This is an optimization exercise on Yosys and OpenROAD, whose aim is small area, a short achievable clock period and few clock cycles, not a production implementation. Only simulation tests tie the RTL to the original design; equivalence was not proved. Power figures rest on the tool's default switching activity, not on a simulated workload.

## flow/design.v

```verilog
module CPU (
    input   wire          clk,
    input   wire          reset,
    input         [31:0]  dataIn,
    output  wire  [31:0]  dataOut,
    output  wire  [31:0]  address,
    output                busWriteEnable      
);
reg  [11:0] fpc;         
reg         dslot;       
reg  [29:0] daddr;       
reg         we;          
reg  [31:0] sdat;        
reg  [3:0]  smask;       
reg         ldq1;        
reg         ldq2;        
reg         stq1;        
reg  [3:0]  ld1_rd, ld2_rd;      
reg  [2:0]  ld1_f3, ld2_f3;
reg  [1:0]  ld1_off, ld2_off;
reg         ld1_live, ld2_live;  
reg         dv;          
reg  [11:0] dpc;
reg         ev;
reg         e_wr;        
reg  [3:0]  erd;
reg  [31:0] opA, opB, estore;
reg         e_sub, s_add, s_log, s_sh, s_slt, s_link;
reg  [2:0]  e_f3;        
reg         e_left, e_arith, e_uns;
reg         e_br, e_pred, e_jalr, e_ld, e_st;
reg  [11:0] e_pcx;       
reg  [31:0] regs [1:15];
wire [31:0] bx   = e_sub ? ~opB : opB;
wire [32:0] sum  = {1'b0, opA} + {1'b0, bx} + {32'b0, e_sub};
wire        ltu  = ~sum[32];
wire        lts  = (opA[31] ^ opB[31]) ? opA[31] : sum[31];
wire        eq   = (opA == opB);
reg  [31:0] logr;
always @(*) begin
    case (e_f3[1:0])
        2'b00:   logr = opA ^ opB;
        2'b10:   logr = opA | opB;
        default: logr = opA & opB;
    endcase
end
function [31:0] rev32(input [31:0] x);
    integer k;
    begin
        for (k = 0; k < 32; k = k + 1) rev32[k] = x[31 - k];
    end
endfunction
wire [31:0] shin  = e_left ? rev32(opA) : opA;
wire        fill  = e_arith & opA[31];
wire [32:0] shr   = $signed({fill, shin}) >>> opB[4:0];
wire [31:0] shres = e_left ? rev32(shr[31:0]) : shr[31:0];
wire [31:0] eres = ({32{s_add}}  & sum[31:0])
                 | ({32{s_log}}  & logr)
                 | ({32{s_sh}}   & shres)
                 | ({32{s_slt}}  & {31'b0, e_uns ? ltu : lts})
                 | ({32{s_link}} & {18'b0, e_pcx, 2'b00});
wire        cond  = e_f3[2] ? (e_f3[1] ? ltu : lts) : eq;
wire        taken = cond ^ e_f3[0];
wire        redirE = ev & ((e_br & (taken != e_pred)) | e_jalr);
wire [11:0] tgtE   = e_jalr ? sum[13:2] : e_pcx;
wire        memE  = ev & (e_ld | e_st);
wire        rmwE  = ev & e_st & (e_f3[1:0] != 2'b10);
wire [31:0] ins   = dataIn;
wire [4:0]  opc   = ins[6:2];
wire [2:0]  f3    = ins[14:12];
wire [3:0]  rs1   = ins[18:15];
wire [3:0]  rs2   = ins[23:20];
wire [3:0]  rd    = ins[10:7];
wire isLUI   = opc == 5'b01101;
wire isAUIPC = opc == 5'b00101;
wire isJAL   = opc == 5'b11011;
wire isJALR  = opc == 5'b11001;
wire isBR    = opc == 5'b11000;
wire isLD    = opc == 5'b00000;
wire isST    = opc == 5'b01000;
wire isOPI   = opc == 5'b00100;
wire isOP    = opc == 5'b01100;
wire useRs1  = ~(isLUI | isAUIPC | isJAL);
wire useRs2  = isBR | isST | isOP;
wire wrRd    = isLUI | isAUIPC | isJAL | isJALR | isOPI | isOP;
wire [31:0] immI = {{20{ins[31]}}, ins[31:20]};
wire [31:0] immS = {{20{ins[31]}}, ins[31:25], ins[11:7]};
wire [31:0] immU = {ins[31:12], 12'b0};
wire [11:0] offB = {ins[31], ins[31], ins[7], ins[30:25], ins[11:9]};        
wire [11:0] offJ = {ins[13:12], ins[20], ins[30:22]};                
wire [31:0] rf1 = (rs1 == 4'd0) ? 32'b0 : regs[rs1];
wire [31:0] rf2 = (rs2 == 4'd0) ? 32'b0 : regs[rs2];
wire [31:0] a1  = (e_wr && erd == rs1) ? eres : rf1;
wire [31:0] a2  = (e_wr && erd == rs2) ? eres : rf2;
wire [31:0] lsh  = dataIn >> {ld2_off, 3'b000};
wire [31:0] ldata = (ld2_f3[1:0] == 2'b00) ? {{24{~ld2_f3[2] & lsh[7]}},  lsh[7:0]}  :
                    (ld2_f3[1:0] == 2'b01) ? {{16{~ld2_f3[2] & lsh[15]}}, lsh[15:0]} : lsh;
wire ldE    = ev & e_ld;
wire hitE   = (erd != 4'd0)    && ((useRs1 && rs1 == erd)    || (useRs2 && rs2 == erd));
wire hit1   = (ld1_rd != 4'd0) && ((useRs1 && rs1 == ld1_rd) || (useRs2 && rs2 == ld1_rd));
wire rawLd  = (ldE & hitE) | (ldq1 & hit1);
wire replayD = dv & ~redirE & (rawLd | (rmwE & (isLD | isST)));
wire killD   = redirE | replayD;
wire goD     = dv & ~killD;
wire predT   = isJAL | (isBR & ins[31]);
wire redirD  = goD & predT;
wire [11:0] dpc1 = dpc + 12'd1;
wire [11:0] tgtD = dpc + (isJAL ? offJ : offB);
integer i;
always @(posedge clk) begin
    if (reset) begin
        fpc   <= 12'd0;
        dslot <= 1'b0;
        we    <= 1'b0;
        ldq1  <= 1'b0;
        ldq2  <= 1'b0;
        stq1  <= 1'b0;
        dv    <= 1'b0;
        ev    <= 1'b0;
        e_wr  <= 1'b0;
    end else begin
        dv  <= ~dslot & ~redirE & ~replayD & ~redirD;
        dpc <= fpc;
        if (redirE)       fpc <= tgtE;
        else if (replayD) fpc <= dpc;
        else if (redirD)  fpc <= tgtD;
        else if (~dslot)  fpc <= fpc + 12'd1;
        dslot <= memE | stq1;
        we    <= (memE & e_st & ~rmwE) | stq1;
        ldq1  <= ldE;
        ldq2  <= ldq1;
        stq1  <= rmwE;
        ev   <= goD | ldq2;
        e_wr <= ldq2 ? (ld2_live & (ld2_rd != 4'd0)) : (goD & wrRd & (rd != 4'd0));
    end
    if (memE) begin
        daddr  <= sum[31:2];
        case (e_f3[1:0])
            2'b00: begin
                smask <= 4'b0001 << sum[1:0];
                sdat  <= {4{estore[7:0]}};
            end
            2'b01: begin
                smask <= 4'b0011 << sum[1:0];
                sdat  <= {sum[1] ? estore[15:8] : estore[7:0],
                          sum[1:0] == 2'b01 ? estore[15:8] : estore[7:0],
                          sum[1:0] == 2'b00 ? estore[15:8] : estore[7:0],
                          estore[7:0]};
            end
            default: begin
                smask <= 4'b1111;
                sdat  <= estore;
            end
        endcase
    end
    if (ldE) begin
        ld1_rd   <= erd;
        ld1_f3   <= e_f3;
        ld1_off  <= sum[1:0];
        ld1_live <= ~(goD & wrRd & rd == erd);
    end
    if (ldq1) begin
        ld2_rd   <= ld1_rd;
        ld2_f3   <= ld1_f3;
        ld2_off  <= ld1_off;
        ld2_live <= ld1_live & ~(goD & wrRd & rd == ld1_rd);
    end
    erd    <= ldq2 ? ld2_rd : rd;
    opA    <= (ldq2 | isLUI) ? 32'b0 : isAUIPC ? {18'b0, dpc, 2'b00} : a1;
    opB    <= ldq2 ? ldata : (isOP | isBR) ? a2 : isST ? immS : (isLUI | isAUIPC) ? immU : immI;
    estore <= a2;
    e_sub  <= ~ldq2 & (isBR | ((isOP | isOPI) & (f3[2:1] == 2'b01)) | (isOP & f3 == 3'b000 & ins[30]));
    s_add  <= ldq2 | ((isOP | isOPI) & f3 == 3'b000) | isLUI | isAUIPC;
    s_log  <= ~ldq2 & (isOP | isOPI) & f3[2] & (f3[1:0] != 2'b01);
    s_sh   <= ~ldq2 & (isOP | isOPI) & (f3[1:0] == 2'b01);
    s_slt  <= ~ldq2 & (isOP | isOPI) & (f3[2:1] == 2'b01);
    s_link <= ~ldq2 & (isJAL | isJALR);
    e_f3   <= ldq2 ? 3'b010 : f3;
    e_left <= ~f3[2];
    e_arith<= ins[30];
    e_uns  <= f3[0];
    e_br   <= ~ldq2 & isBR;
    e_pred <= ins[31];
    e_jalr <= ~ldq2 & isJALR;
    e_ld   <= ~ldq2 & isLD;
    e_st   <= ~ldq2 & isST;
    e_pcx  <= (isBR & ~ins[31]) ? tgtD : dpc1;
    for (i = 1; i < 16; i = i + 1)
        if (reset || (e_wr && erd == i))
            regs[i] <= reset ? 32'b0 : eres;
end
assign address        = dslot ? {daddr, 2'b00} : {18'b0, fpc, 2'b00};
assign busWriteEnable = we;
assign dataOut        = {smask[3] ? sdat[31:24] : dataIn[31:24],
                         smask[2] ? sdat[23:16] : dataIn[23:16],
                         smask[1] ? sdat[15:8]  : dataIn[15:8],
                         smask[0] ? sdat[7:0]   : dataIn[7:0]};
endmodule
```

## flow/run.sh

```bash
#!/bin/bash
# synth_recipe.tcl (not shown) runs the flow's synth.tcl, then flattens the netlist and writes it again
# the make line also repeats each setting of config.mk as NAME=value (left out here)
make -C /OpenROAD-flow-scripts/flow DESIGN_CONFIG=/design/flow/config.mk WORK_HOME=/design/flow/orfs CLKGATE_MAP_FILE= SYNTH_SCRIPT=/design/flow/synth_recipe.tcl finish
```

## flow/constraint.sdc

```tcl
create_clock -name core_clock -period 8.0 [get_ports {clk}]
set_input_delay 1.6000 -clock core_clock [delete_from_list [all_inputs] [get_ports {clk}]]
set_output_delay 1.6000 -clock core_clock [all_outputs]
set_load 0.01 [all_outputs]
```

## flow/config.mk

```make
export PLATFORM = sky130hd
export DESIGN_NAME = CPU
export DESIGN_NICKNAME = CPU
export VERILOG_FILES = /design/flow/design.v
export SDC_FILE = /design/flow/constraint.sdc
export NUM_CORES = 4
export LEC_CHECK = 0
export CAP_MARGIN = 20
export CORE_MARGIN = 2
export CORE_UTILIZATION = 35
export SLEW_MARGIN = 20
```

==> run notes <==
cells by family after synthesis:
group / share of synthesized area
compound gates: 0.198
fa+ha+maj: 0.0362
other cells: 0.0000975
flops: 0.529
xor+xnor: 0.0257
buf+inv: 0.0359
mux: 0.0795
simple gates: 0.0960
cell usage in the layout, fill, tap and decap left out, drive strengths merged, types with 19 or more instances in the layout:
| cell type | n |
|---|---|
| a31oi | 38 |
| nand2b | 29 |
| xnor2 | 38 |
| a222oi | 86 |
| ha | 108 |
| a21oi | 245 |
| clkbuf | 103 |
| nand3 | 74 |
| a22o | 21 |
| mux4 | 42 |
| clkdlybuf4s50 | 94 |
| and3 | 20 |
| clkinv | 23 |
| a211oi | 20 |
| mux2 | 94 |
| nand4 | 59 |
| a221oi | 19 |
| dfxtp | 149 |
| and2 | 35 |
| mux2i | 104 |
| a22oi | 302 |
| nor3 | 37 |
| o221ai | 29 |
| edfxtp | 578 |
| xor2 | 75 |
| buf | 105 |
| inv | 94 |
| o21ai | 202 |
| nand2 | 252 |
| nor2 | 181 |
| o21a | 23 |
worst register-to-register path: stages, from the launching register on:
cell      delay (ns)
dfxtp_2         0.31
buf_4           0.52
mux2i_1         0.43
inv_1           0.12
fa_1            0.47
a211oi_2        0.26
o21a_2          0.18
a21oi_1         0.12
a221o_1         0.47
a21o_1          0.23
a21o_1          0.23
a31oi_2         0.19
xnor2_1         0.12
a222oi_1        0.91
nor2_1          0.46
state kept, by name, indices dropped and copies added, names as in the netlist, 2 cells and up:
name	cells
dpc	12
e_pcx	12
fpc	12
opA	32
e_f3	3
regs	480
sdat	32
ld2_rd	4
ld1_rd	4
smask	4
daddr	30
estore	32
ld2_f3	3
erd	4
ld1_f3	3
ld2_off	2
ld1_off	2
opB	32
area by class of cell:
cell class	instances	area share
Inverter	92	0.00786
Multi-Input combinational cell	2347	0.390
Timing Repair Buffer	199	0.0394
Sequential cell	727	0.463
Tap cell	1414	0.0403
Clock buffer	103	0.0475
Clock inverter	38	0.0113
power breakdown:
part / switching (mW) / internal (mW) / total [mW]
Clock: 1.60 / 2.12 / 3.72
Combinational: 1.23 / 0.624 / 1.85
Sequential: 0.255 / 4.35 / 4.61
Total: 3.08 / 7.09 / 10.2
path summary, 6_finish.rpt:
kind / start / to / slack [ns] / depth (start not counted)
worst min register to register: ld1_f3[0] / ld2_f3[0] / 0.42 / 0
worst max-delay path: dataIn[5] / fpc[10] / 2.50 / 18
worst min-delay path: ld1_f3[0] / ld2_f3[0] / 0.42 / 0
worst max register to register: opB[0] / regs[12][28] / 2.60 / 14
metal layers:
layer,track usage,part of all wire,vias up
li1,-,-,13400
met2,0.410,0.43,2736
met1,0.358,0.37,15700
met3,0.0867,0.15,557
met4,0.125,0.055,2
met5,0,0.000088,-
per-stage QoR:
stage	util	setup slack (ns)	power, mW	cell area [µm²]	std cells
after global placement	0.379	1.83	6.43	41300	4775
after floorplan	-	2.73	5.66	38500	3424
after detailed placement	0.379	1.86	6.44	41300	4775
final	0.403	2.50	10.2	43900	4920
after global routing	0.403	2.15	10.4	43900	4920
after CTS	0.402	2.54	10.1	43900	4916
==> impl_metrics.ini <==
[synth]
synth.cell_area_um2 = 38500
ys_warn_count = 34
seq_area_frac_synth = 0.529
ys.flop_type = edfxtp_1
synth_edf_count = 578
async_flop_share = 0
syn_area_per_cell_um2 = 11.2
netlist_top_cells_area = edfxtp_1 (45%), dfxtp_1 (7.8%), a22oi_1 (5.9%)
yosysTopAreaCell = edfxtp_1
yosys-top-cells-count = edfxtp_1 (578), a22oi_1 (302), nand2_1 (252)
yosysTopAreaCellShare = 0.451
synthMostInstantiatedCell = edfxtp_1
netlist_instances = 3423
ys_seq_elements = 727
synth_cell_type_count = 87

[global_route]
grt_first_pass_wirelength_mm = 221
grt-ovfl-total = 0
antenna_found_initial = 4
track_usage = 0.273
grt_max_degree = 81
grt_pass1_vias = 30000

[place]
portBuffers = 96
gp_congestion = 1.02
hpwl_mm = 100

[clock_tree]
worstSkewPairLatency_ns = 0.67
cts_setup_buffers = 0
cts_inserted_buffers = 77
cts_tree = done
cts_resized = 0
htreeDepth = 3
cts_num_sinks = 727
cts_hold_buf = 0
cts-root-buf = clkbuf_16
clkTransAtPathRegs_ns = 0.06
clock_path_buffers = 3

[power_and_ir_drop]
peakVddDrop_uv = 156
powerDensity_nw_per_um2 = 232
power_leakage_nw = 15.8

[timing]
hold_viol = 0
finalClockSkew_ns = 0.0385
finalSetupViolCount = 0
tightest_slew_ns = 1.12
finalMaxSlewViolations = 0
period_share = 0.688
period_minus_slack_ns = 5.50
rsz0062_at_grt = false
fin_tns_setup_ns = 0
whs_ns = 0.420
relSlewSlack = 0.253
max_clock_freq_mhz = 182

[drt]
first_pass_iters = 10
wire_per_inst_um = 32.3
totalWireLength_mm = 159
postRouteAntennaNets = 0
detail_route.iter0.violations = 6247
drc = 0
vias = 32400
post_drt_via_cell_ratio = 6.58

[cells_and_area]
fillers = 10300
antenna_cells = 0
area_growth_pct = 14.1
multi_input_area_um2 = 17100
final_nets = 3588
ff_latch_area_um2 = 20400
drive_gt1_frac = 0.125

[run]
maxCapViolCount = 0

[floorplan]
dieWidth_um = 336
core_area_um2 = 109000
rows = 121
dieArea_um2 = 113000
die_h_um = 336
io_pins = 99
initial_core_util = 0.353

[critical_path]
cp_common_cell = a21oi_1
cp_top_family = compound AO/OA/AOI/OAI gates
worstPathArrival_ns = 6.06
crit_slowest_cell = clkdlybuf4s50_1
crit_path_cell_trace = clkdlybuf4s50_1 -> nand2_1 -> nor2_1 -> nand3_1 -> mux2_2 -> ha_1 -> fa_1 -> a21o_1 -> a21oi_1 -> nor2b_1 -> o21a_1 -> o41ai_1 -> o21bai_1 -> a21oi_1 -> xnor2_1 -> o221ai_1 -> a21boi_0 -> o31a_1
crit_buf_inv = 1
crit_fanout = 11
startpoint_type = input port
end_kind = flop
cp_slowest_stage_delay_ns = 0.68
crit_required_ns = 8.55
critPathKind = in -> reg

[hold_path]
hold_class = reg -> reg

[status]
run_status = no timing/DRC/antenna violations
Testbench counts, summed over its fixed seeds: cycles 107,312.

==> separate check: timing with driven ports <==
In the flow no input, the clock included, has a driving cell. The finished layout below was timed again as built, in two steps.
Step 1 sets driving cells, clkbuf_16 on the clock port and buf_2 on the other inputs (assumed; they add their load-dependent delay and slew).
Step 2 also shifts input and output timing later by t, the mid clock arrival at the registers, as if the neighbouring blocks saw the same clock.
Slacks: no drivers / after step 1 / after step 2; pairs: no drivers / after step 1.
t (ns): 0.721
setup slack, ns: 2.497 / 2.543 / 1.822
worst hold slack (ns): 0.420 / 0.420 / 0.420
After both steps this run still meets setup and hold. The setup slack of this run moves by +0.046 ns with the drivers and by -0.675 ns with both steps.
